Background: an optimization exercise with open tools, aiming at a short achievable clock period and few clock cycles. Do not read the settings as production practice. Function was checked by simulation only, so behaviour that the tests miss may differ from the original. Power is estimated from default activity; no workload was simulated.

==> v12: inputs <==
Design rv32i_cpu_t, start of the top module:
module rv32i_cpu_t(
    input wire clk,                    
    input wire reset,                  
    input wire hold,                   
    input wire [31:0] in_data,         
    output wire [3:0] out_write_mask,  
    output wire [31:0] out_mem_addr,   
    output wire [31:0] out_data        
    );
  localparam RESET_VECTOR  = 32'h00010074;
  localparam STACK_POINTER = 32'hffffffff;
  reg [31:0] fpc;       
  reg [31:0] aq;        
  reg        d_valid;
  reg [31:0] d_inst;
  reg [31:0] d_pc;
  reg [31:0] d_pc4;
  reg        d_bp;      
  reg [7:0]  d_bpsel;   
  reg [31:0] d_bptgt;   
  reg        d_fill;    
  reg        e_valid;
  reg [31:0] e_a;       
  reg [31:0] e_b;       
  reg [31:0] e_r2;      
  reg [31:0] e_pre;     
  reg [31:0] e_alt;     
  reg [31:0] e_alt4;    
  reg [4:0]  e_rd;
  reg        e_wen;
  reg        e_load;    
  reg        e_store;
  reg        e_br;      
  reg        e_jalr;
  reg        e_inv;     
  reg [31:0] e_pc;
  reg [31:0] e_btgt;    
  reg        e_jal;
  reg        e_bp;
  reg [7:0]  e_bpsel;
  reg [31:0] e_v0, e_v1;  
  reg [2:0]  e_f3;
  reg        e_ceq, e_clt, e_cltu;
  reg        e_sub, e_selpre, e_seladd, e_slt, e_sltu,
             e_xor, e_or, e_and, e_sll, e_sr, e_sra;
  reg        m_valid;
  reg        m_port;    
  reg        m_load;
  reg        m_wen;
  reg [4:0]  m_rd;
  reg [2:0]  m_f3;
  reg [31:0] m_res;
  reg [31:0] m_sd;
  reg [3:0]  m_mask;
  reg [29:0] m_pc;
  reg        m_ctl;     
  reg        m_taken;
  reg [29:0] m_tgt;
  reg        m_bp;
  reg [7:0]  m_bpsel;
  reg        u_alloc, u_fix, u_clear;
  reg [7:0]  u_sel;
  reg [29:0] u_tag, u_tgt;
  reg        w_wen;
  reg [4:0]  w_rd;
  reg [31:0] w_data;
  assign out_mem_addr   = aq;
  assign out_write_mask = m_mask;
  assign out_data       = m_sd;
  wire [1023:0] xv;
  assign xv[31:0] = 32'd0;
  genvar gi;
  generate
    for (gi = 1; gi < 32; gi = gi + 1) begin : g_rf
      reg [31:0] r;
      always @(posedge clk) begin
        if (reset && gi == 2)
          r <= STACK_POINTER;
        else if (w_wen && w_rd == gi)
          r <= w_data;
      end
      assign xv[gi*32 +: 32] = r;
    end
  endgenerate
  reg [7:0]  bt_v;
  reg [29:0] bt_tag [0:7];
  reg [29:0] bt_tgt [0:7];
  reg [2:0]  bt_rr;
  wire [7:0] bt_hit;
  reg  [29:0] bt_htgt;
  integer bi;
  genvar gb;
  generate
  ...
export LEC_CHECK = 0
export ABC_CLOCK_PERIOD_IN_PS = 4000
export CAP_MARGIN = 20
export CORE_MARGIN = 2
export CORE_UTILIZATION = 40
export SLEW_MARGIN = 20
create_clock -name core_clock -period 12.0 [get_ports {clk}]
standard.sh (not shown) runs the stock make flow with config.mk's settings and CLKGATE_MAP_FILE= SYNTH_SCRIPT=/design/flow/synth_recipe.tcl, a recipe that flattens the netlist after the stock synthesis.
==> flow/flow/run.sh <==
#!/bin/bash
set -euo pipefail
bash standard.sh SETUP_SLACK_MARGIN=9 "BUFFER_PORTS_ARGS=-buffer_cell sky130_fd_sc_hd__buf_4" finish > layout.log 2>&1
==> v36 (differences from v12) <==
--- a/flow/design.v
+++ b/flow/design.v
@@ -24,13 +24,12 @@
   reg        e_valid;
   reg [31:0] e_a;       
   reg [31:0] e_b;       
   reg [31:0] e_r2;      
   reg [31:0] e_pre;     
   reg [31:0] e_alt;     
-  reg [31:0] e_alt4;    
   reg [4:0]  e_rd;
   reg        e_wen;
   reg        e_load;    
   reg        e_store;
   reg        e_br;      
   reg        e_jalr;
@@ -147,22 +146,17 @@
     end else if (d_fill) begin
       ic_v[fl_li]   <= (fl_same ? ic_v[fl_li] : 4'd0) | (4'd1 << fl_wi);
       ic_tag[fl_li] <= d_pc[31:7];
       ic_d[d_pc[6:2]] <= d_inst;
     end
   end
-  wire [2:0] al_li  = e_alt[6:4];
-  wire [1:0] al_wi  = e_alt[3:2];
-  wire       al_hit = ic_v[al_li][al_wi] & (ic_tag[al_li] == e_alt[31:7]);
-  wire [31:0] al_q  = ic_d[e_alt[6:2]];
-  wire       e_altok = e_br & al_hit;
   wire [31:0] sum   = e_a + e_b;
-  wire [32:0] dif33 = {1'b0, e_a} + {1'b0, ~e_b} + 33'd1;
+  wire [32:0] dif33 = {1'b0, e_a} - {1'b0, e_b};
   wire [31:0] dif   = dif33[31:0];
   wire        eq    = e_a == e_b;
-  wire        ltu   = ~dif33[32];
+  wire        ltu   = dif33[32];
   wire        lts   = (e_a[31] ^ e_b[31]) ? e_a[31] : ltu;
   wire [31:0] sll = e_a << e_b[4:0];
   wire [31:0] sr  = $signed({e_sra & e_a[31], e_a}) >>> e_b[4:0];
   wire [31:0] res = ({32{e_selpre}} & e_pre) |
                     ({32{e_seladd}} & sum) |
                     ({32{e_sub}}    & dif) |
@@ -251,85 +245,107 @@
   wire d_e1 = e_valid & e_wen & (e_rd == d_rs1);
   wire d_m1 = m_valid & m_wen & (m_rd == d_rs1);
   wire d_w1 = w_wen & (w_rd == d_rs1);
   wire d_e2 = e_valid & e_wen & (e_rd == d_rs2);
   wire d_m2 = m_valid & m_wen & (m_rd == d_rs2);
   wire d_w2 = w_wen & (w_rd == d_rs2);
-  wire d_haz = (d_use1 & (d_e1 ? e_load : (d_m1 & m_load))) |
-               (d_use2 & (d_e2 ? e_load : (d_m2 & m_load)));
-  wire [31:0] o1 = d_m1 ? m_res : d_w1 ? w_data : xv[d_rs1*32 +: 32];
-  wire [31:0] o2 = d_m2 ? m_res : d_w2 ? w_data : xv[d_rs2*32 +: 32];
-  wire [31:0] a_next  = d_e1 ? res : o1;
-  wire [31:0] r2_next = d_e2 ? res : o2;
-  wire [31:0] b_next  = d_selimm ? d_imm : r2_next;
+  wire d_haz = (d_use1 & d_e1 & e_load) | (d_use2 & d_e2 & e_load);
+  wire [31:0] m_val = m_load ? ld_val : m_res;
+  wire [31:0] o1 = d_m1 ? m_val : d_w1 ? w_data : xv[d_rs1*32 +: 32];
+  wire [31:0] o2 = d_m2 ? m_val : d_w2 ? w_data : xv[d_rs2*32 +: 32];
+  wire [31:0] v_pre = e_pre;
+  wire [31:0] v_slt = {31'd0, lts};
+  wire [31:0] v_sltu = {31'd0, ltu};
+  wire [31:0] v_xor = e_a ^ e_b;
+  wire [31:0] v_or  = e_a | e_b;
+  wire [31:0] v_and = e_a & e_b;
+  wire fb = d_e2 & ~d_selimm;
+  wire [31:0] a_next  = ({32{d_e1 & e_selpre}} & v_pre) | ({32{d_e1 & e_seladd}} & sum) |
+                        ({32{d_e1 & e_sub}} & dif) | ({32{d_e1 & e_slt}} & v_slt) |
+                        ({32{d_e1 & e_sltu}} & v_sltu) | ({32{d_e1 & e_xor}} & v_xor) |
+                        ({32{d_e1 & e_or}} & v_or) | ({32{d_e1 & e_and}} & v_and) |
+                        ({32{d_e1 & e_sll}} & sll) | ({32{d_e1 & e_sr}} & sr) |
+                        ({32{~d_e1}} & o1);
+  wire [31:0] r2_next = ({32{d_e2 & e_selpre}} & v_pre) | ({32{d_e2 & e_seladd}} & sum) |
+                        ({32{d_e2 & e_sub}} & dif) | ({32{d_e2 & e_slt}} & v_slt) |
+                        ({32{d_e2 & e_sltu}} & v_sltu) | ({32{d_e2 & e_xor}} & v_xor) |
+                        ({32{d_e2 & e_or}} & v_or) | ({32{d_e2 & e_and}} & v_and) |
+                        ({32{d_e2 & e_sll}} & sll) | ({32{d_e2 & e_sr}} & sr) |
+                        ({32{~d_e2}} & o2);
+  wire [31:0] b_next  = ({32{fb & e_selpre}} & v_pre) | ({32{fb & e_seladd}} & sum) |
+                        ({32{fb & e_sub}} & dif) | ({32{fb & e_slt}} & v_slt) |
+                        ({32{fb & e_sltu}} & v_sltu) | ({32{fb & e_xor}} & v_xor) |
+                        ({32{fb & e_or}} & v_or) | ({32{fb & e_and}} & v_and) |
+                        ({32{fb & e_sll}} & sll) | ({32{fb & e_sr}} & sr) |
+                        ({32{~fb}} & (d_selimm ? d_imm : o2));
   wire d_fire     = d_valid & ~d_haz;
   wire d_redirect = d_fire & ~e_redirect & ~d_bp & (d_is_jal | d_spred);
   wire f_fire     = (ic_hit | ~m_port) & (~d_valid | d_fire);
   wire [31:0] fpc4 = fpc + 32'd4;
-  wire e_fast = e_redirect & e_altok;
-  wire [31:0] fpc_next = e_redirect ? (e_altok ? e_alt4 : e_target) :
+  wire [31:0] fpc_next = e_redirect ? e_target :
                          d_redirect ? d_tgt :
                          f_fire     ? (bt_any ? {bt_htgt, 2'b00} : fpc4) : fpc;
   always @(posedge clk) begin
     if (reset) begin
       fpc     <= RESET_VECTOR;
       aq      <= RESET_VECTOR;
       d_valid <= 1'b0;
       e_valid <= 1'b0;
       m_valid <= 1'b0;
       m_port  <= 1'b0;
       m_mask  <= 4'd0;
       m_sd    <= 32'd0;    
+      e_a     <= 32'd0;
+      e_b     <= 32'd0;
+      e_r2    <= 32'd0;
+      d_inst  <= 32'd0;
+      d_pc    <= 32'd0;
       w_wen   <= 1'b0;
       d_fill  <= 1'b0;
       u_alloc <= 1'b0;
       u_fix   <= 1'b0;
       u_clear <= 1'b0;
     end else if (hold) begin
       u_alloc <= 1'b0;
       u_fix   <= 1'b0;
       u_clear <= 1'b0;
     end else begin
       fpc     <= fpc_next;
       aq      <= e_port ? sum : fpc_next;
-      d_valid <= e_fast | (f_fire ? ~(e_redirect | d_redirect) :
-                           d_fire ? 1'b0 : d_valid & ~e_redirect);
+      d_valid <= f_fire ? ~(e_redirect | d_redirect) :
+                 d_fire ? 1'b0 : d_valid & ~e_redirect;
       e_valid <= d_fire & ~e_redirect;
       m_valid <= e_valid;
       m_port  <= e_port;
       m_mask  <= (e_valid & e_store) ? smask : 4'd0;
       m_sd    <= sdata;
+      e_a     <= a_next;
+      e_b     <= b_next;
+      e_r2    <= r2_next;
+      if (f_fire) begin
+        d_inst <= ic_hit ? ic_q : in_data;
+        d_pc   <= fpc;
+      end
       w_wen   <= m_valid & m_wen;
       d_fill  <= f_fire & ~ic_hit;
       u_alloc <= m_valid & m_ctl & m_taken & ~m_bp;
       u_fix   <= m_valid & m_ctl & m_taken & m_bp;
       u_clear <= m_valid & m_ctl & ~m_taken & m_bp;
     end
   end
   always @(posedge clk) begin
     if (!hold) begin
-      if (e_fast) begin
-        d_inst  <= al_q;
-        d_pc    <= e_alt;
-        d_pc4   <= e_alt4;
-        d_bp    <= 1'b0;
-      end else if (f_fire) begin
-        d_inst <= ic_hit ? ic_q : in_data;
-        d_pc   <= fpc;
+      if (f_fire) begin
         d_pc4  <= fpc4;
         d_bp    <= bt_any;
         d_bpsel <= bt_hit;
         d_bptgt <= {bt_htgt, 2'b00};
       end
-      e_a      <= a_next;
-      e_b      <= b_next;
-      e_r2     <= r2_next;
       e_pre    <= ({32{d_is_lui}} & d_immu) | ({32{d_is_auipc}} & d_tu) |
                   ({32{~d_is_lui & ~d_is_auipc}} & d_pc4);
       e_alt    <= d_pred ? d_pc4 : d_tgt;
-      e_alt4   <= d_pred ? d_pc4 + 32'd4 : d_pc4 + d_immb;
       e_rd     <= d_rd;
       e_wen    <= d_wen;
       e_load   <= d_is_load & d_rdnz;
       e_store  <= d_is_store;
       e_br     <= d_brv;
       e_jalr   <= d_is_jalr;
==> flow/flow/run.sh (replaced) <==
#!/bin/bash
set -euo pipefail
bash standard.sh SETUP_SLACK_MARGIN=8.25 "BUFFER_PORTS_ARGS=-buffer_cell sky130_fd_sc_hd__buf_4" finish > layout.log 2>&1
==> v13 (differences from v12) <==
--- a/flow/design.v
+++ b/flow/design.v
@@ -17,20 +17,18 @@
   reg [31:0] d_inst;
   reg [31:0] d_pc;
   reg [31:0] d_pc4;
   reg        d_bp;      
   reg [7:0]  d_bpsel;   
   reg [31:0] d_bptgt;   
-  reg        d_fill;    
   reg        e_valid;
   reg [31:0] e_a;       
   reg [31:0] e_b;       
   reg [31:0] e_r2;      
   reg [31:0] e_pre;     
   reg [31:0] e_alt;     
-  reg [31:0] e_alt4;    
   reg [4:0]  e_rd;
   reg        e_wen;
   reg        e_load;    
   reg        e_store;
   reg        e_br;      
   reg        e_jalr;
@@ -118,46 +116,12 @@
           bt_v[bi]   <= 1'b0;
         end
       end
       if (u_alloc) bt_rr <= bt_rr + 3'd1;
     end
   end
-  reg [24:0] ic_tag [0:7];
-  reg [3:0]  ic_v   [0:7];
-  reg [31:0] ic_d   [0:31];
-  wire [2:0] ic_li  = fpc[6:4];
-  wire [1:0] ic_wi  = fpc[3:2];
-  wire [7:0] ic_teq;
-  wire [7:0] ic_vw;
-  genvar gc;
-  generate
-    for (gc = 0; gc < 8; gc = gc + 1) begin : g_ict
-      assign ic_teq[gc] = ic_tag[gc] == fpc[31:7];
-      assign ic_vw[gc]  = ic_v[gc][ic_wi];
-    end
-  endgenerate
-  wire       ic_hit = ic_teq[ic_li] & ic_vw[ic_li];
-  wire [31:0] ic_q  = ic_d[fpc[6:2]];
-  wire [2:0] fl_li  = d_pc[6:4];
-  wire [1:0] fl_wi  = d_pc[3:2];
-  wire       fl_same = ic_tag[fl_li] == d_pc[31:7];
-  integer ci;
-  always @(posedge clk) begin
-    if (reset) begin
-      for (ci = 0; ci < 8; ci = ci + 1) ic_v[ci] <= 4'd0;
-    end else if (d_fill) begin
-      ic_v[fl_li]   <= (fl_same ? ic_v[fl_li] : 4'd0) | (4'd1 << fl_wi);
-      ic_tag[fl_li] <= d_pc[31:7];
-      ic_d[d_pc[6:2]] <= d_inst;
-    end
-  end
-  wire [2:0] al_li  = e_alt[6:4];
-  wire [1:0] al_wi  = e_alt[3:2];
-  wire       al_hit = ic_v[al_li][al_wi] & (ic_tag[al_li] == e_alt[31:7]);
-  wire [31:0] al_q  = ic_d[e_alt[6:2]];
-  wire       e_altok = e_br & al_hit;
   wire [31:0] sum   = e_a + e_b;
   wire [32:0] dif33 = {1'b0, e_a} + {1'b0, ~e_b} + 33'd1;
   wire [31:0] dif   = dif33[31:0];
   wire        eq    = e_a == e_b;
   wire        ltu   = ~dif33[32];
   wire        lts   = (e_a[31] ^ e_b[31]) ? e_a[31] : ltu;
@@ -260,76 +224,65 @@
   wire [31:0] o2 = d_m2 ? m_res : d_w2 ? w_data : xv[d_rs2*32 +: 32];
   wire [31:0] a_next  = d_e1 ? res : o1;
   wire [31:0] r2_next = d_e2 ? res : o2;
   wire [31:0] b_next  = d_selimm ? d_imm : r2_next;
   wire d_fire     = d_valid & ~d_haz;
   wire d_redirect = d_fire & ~e_redirect & ~d_bp & (d_is_jal | d_spred);
-  wire f_fire     = (ic_hit | ~m_port) & (~d_valid | d_fire);
+  wire f_fire     = ~m_port & (~d_valid | d_fire);
   wire [31:0] fpc4 = fpc + 32'd4;
-  wire e_fast = e_redirect & e_altok;
-  wire [31:0] fpc_next = e_redirect ? (e_altok ? e_alt4 : e_target) :
+  wire [31:0] fpc_next = e_redirect ? e_target :
                          d_redirect ? d_tgt :
                          f_fire     ? (bt_any ? {bt_htgt, 2'b00} : fpc4) : fpc;
   always @(posedge clk) begin
     if (reset) begin
       fpc     <= RESET_VECTOR;
       aq      <= RESET_VECTOR;
       d_valid <= 1'b0;
       e_valid <= 1'b0;
       m_valid <= 1'b0;
       m_port  <= 1'b0;
       m_mask  <= 4'd0;
-      m_sd    <= 32'd0;    
       w_wen   <= 1'b0;
-      d_fill  <= 1'b0;
       u_alloc <= 1'b0;
       u_fix   <= 1'b0;
       u_clear <= 1'b0;
     end else if (hold) begin
       u_alloc <= 1'b0;
       u_fix   <= 1'b0;
       u_clear <= 1'b0;
     end else begin
       fpc     <= fpc_next;
       aq      <= e_port ? sum : fpc_next;
-      d_valid <= e_fast | (f_fire ? ~(e_redirect | d_redirect) :
-                           d_fire ? 1'b0 : d_valid & ~e_redirect);
+      d_valid <= f_fire ? ~(e_redirect | d_redirect) :
+                 d_fire ? 1'b0 : d_valid & ~e_redirect;
       e_valid <= d_fire & ~e_redirect;
       m_valid <= e_valid;
       m_port  <= e_port;
       m_mask  <= (e_valid & e_store) ? smask : 4'd0;
-      m_sd    <= sdata;
       w_wen   <= m_valid & m_wen;
-      d_fill  <= f_fire & ~ic_hit;
       u_alloc <= m_valid & m_ctl & m_taken & ~m_bp;
       u_fix   <= m_valid & m_ctl & m_taken & m_bp;
       u_clear <= m_valid & m_ctl & ~m_taken & m_bp;
     end
   end
   always @(posedge clk) begin
     if (!hold) begin
-      if (e_fast) begin
-        d_inst  <= al_q;
-        d_pc    <= e_alt;
-        d_pc4   <= e_alt4;
-        d_bp    <= 1'b0;
-      end else if (f_fire) begin
-        d_inst <= ic_hit ? ic_q : in_data;
+      if (f_fire) begin
+        d_inst <= in_data;
         d_pc   <= fpc;
         d_pc4  <= fpc4;
         d_bp    <= bt_any;
         d_bpsel <= bt_hit;
         d_bptgt <= {bt_htgt, 2'b00};
       end
       e_a      <= a_next;
       e_b      <= b_next;
       e_r2     <= r2_next;
       e_pre    <= ({32{d_is_lui}} & d_immu) | ({32{d_is_auipc}} & d_tu) |
                   ({32{~d_is_lui & ~d_is_auipc}} & d_pc4);
       e_alt    <= d_pred ? d_pc4 : d_tgt;
-      e_alt4   <= d_pred ? d_pc4 + 32'd4 : d_pc4 + d_immb;
       e_rd     <= d_rd;
       e_wen    <= d_wen;
       e_load   <= d_is_load & d_rdnz;
       e_store  <= d_is_store;
       e_br     <= d_brv;
       e_jalr   <= d_is_jalr;
@@ -358,12 +311,13 @@
       e_sra    <= d_inst[30];
       m_load  <= e_load;
       m_wen   <= e_wen;
       m_rd    <= e_rd;
       m_f3    <= e_f3;
       m_res   <= res;
+      m_sd    <= sdata;
       m_pc    <= e_pc[31:2];
       m_ctl   <= e_valid & (e_br | e_jal | e_jalr);
       m_taken <= e_taken;
       m_tgt   <= e_jalr ? sum[31:2] : e_btgt[31:2];
       m_bp    <= e_bp;
       m_bpsel <= e_bpsel;
==> comparison <==
Critical path depth: v36 < v13 < v12. Sequential power: v13 < v36 < v12. Routed wire length: v12 > v36 > v13. Clock power, lowest first: v13, v36, v12. Final cell count, lowest first: v13, v36, v12. Between v13 and v36, the lower die area is in v13 (gap 30%, measured against v36). Sequential share of layout area: v12 < v13 < v36. In v13 the flip-flop and latch count is lower than in v12, by 1240. Against v13, the core utilization of v36 is lower by 3.2 points.
==> figures <==
quantity	v36	v13	v12
Final critical path time including I/O delays and setup	3.99 ns	4.15 ns	4.42 ns
Crit. path cell count	1	16	19
Vertical extent of the die	637 µm	532 µm	665 µm
Global routing usage on met1	0.375	0.400	0.423
Sw power	7.75 mW	5.89 mW	10.3 mW
Status	no timing/DRC/antenna violations	no timing/DRC/antenna violations	no timing/DRC/antenna violations
Routed wl met2	263000 µm	199000 µm	335000 µm
Wire length on met3	60600 µm	52300 µm	91000 µm
Sequential element share of the synthesized area	0.629	0.599	0.592
Tot GR Track Use	0.273	0.305	0.328
Post-layout nets	11200	8778	13100
Routed len/inst	35.1 µm	35.9 µm	40.0 µm
Fillers	33600	22700	34600
Power share of the sequential group	0.475	0.444	0.415
Initial antenna violation count	25	22	55
Number of enable-type register cells in the synthesized netlist	3147	2143	3337
Critical-path cell with the highest stage delay	sky130_fd_sc_hd__dfxtp_4	sky130_fd_sc_hd__or4_4	sky130_fd_sc_hd__edfxtp_1
CP max FO	2	5	7
Standard cell area after detailed placement	168000 µm²	117000 µm²	183000 µm²
Combinational logic power	4.08 mW	4.10 mW	8.19 mW
Testbench counts of v12, summed over its fixed seeds: cycles 206,256.
Testbench counts of v36, summed over its fixed seeds: cycles 207,906.
Testbench counts of v13, summed over its fixed seeds: cycles 235,509.

==> re-timing with driven ports <==
No port has a modelled driver above. Below, the same layouts with a new extraction and two added sets of constraints.
Step 1, drivers: a clkbuf_16 drives clk and a buf_2 each remaining input, both assumed.
Step 2, shift: input delay + t, output delay - t, t = (earliest + latest rising clock arrival at the registers) / 2. This alone moves slack from input paths to output paths.
a / b / c = no drivers / after step 1 / after step 2; a / b = the first two.
run | t (ns) | slack for setup (ns) | slew at the worst register clock pin (ns)
v12 | 1.094 | 7.582 / 7.582 / 6.991 | 0.08 / 0.08
v36 | 1.059 | 8.009 / 7.899 / 7.258 | 0.07 / 0.07
v13 | 0.999 | 7.848 / 7.848 / 7.754 | 0.08 / 0.08
After both steps setup and hold are still met in every run listed. The setup slack of v36, which loses most, moves by -0.110 ns with the drivers and by -0.751 ns with both steps.
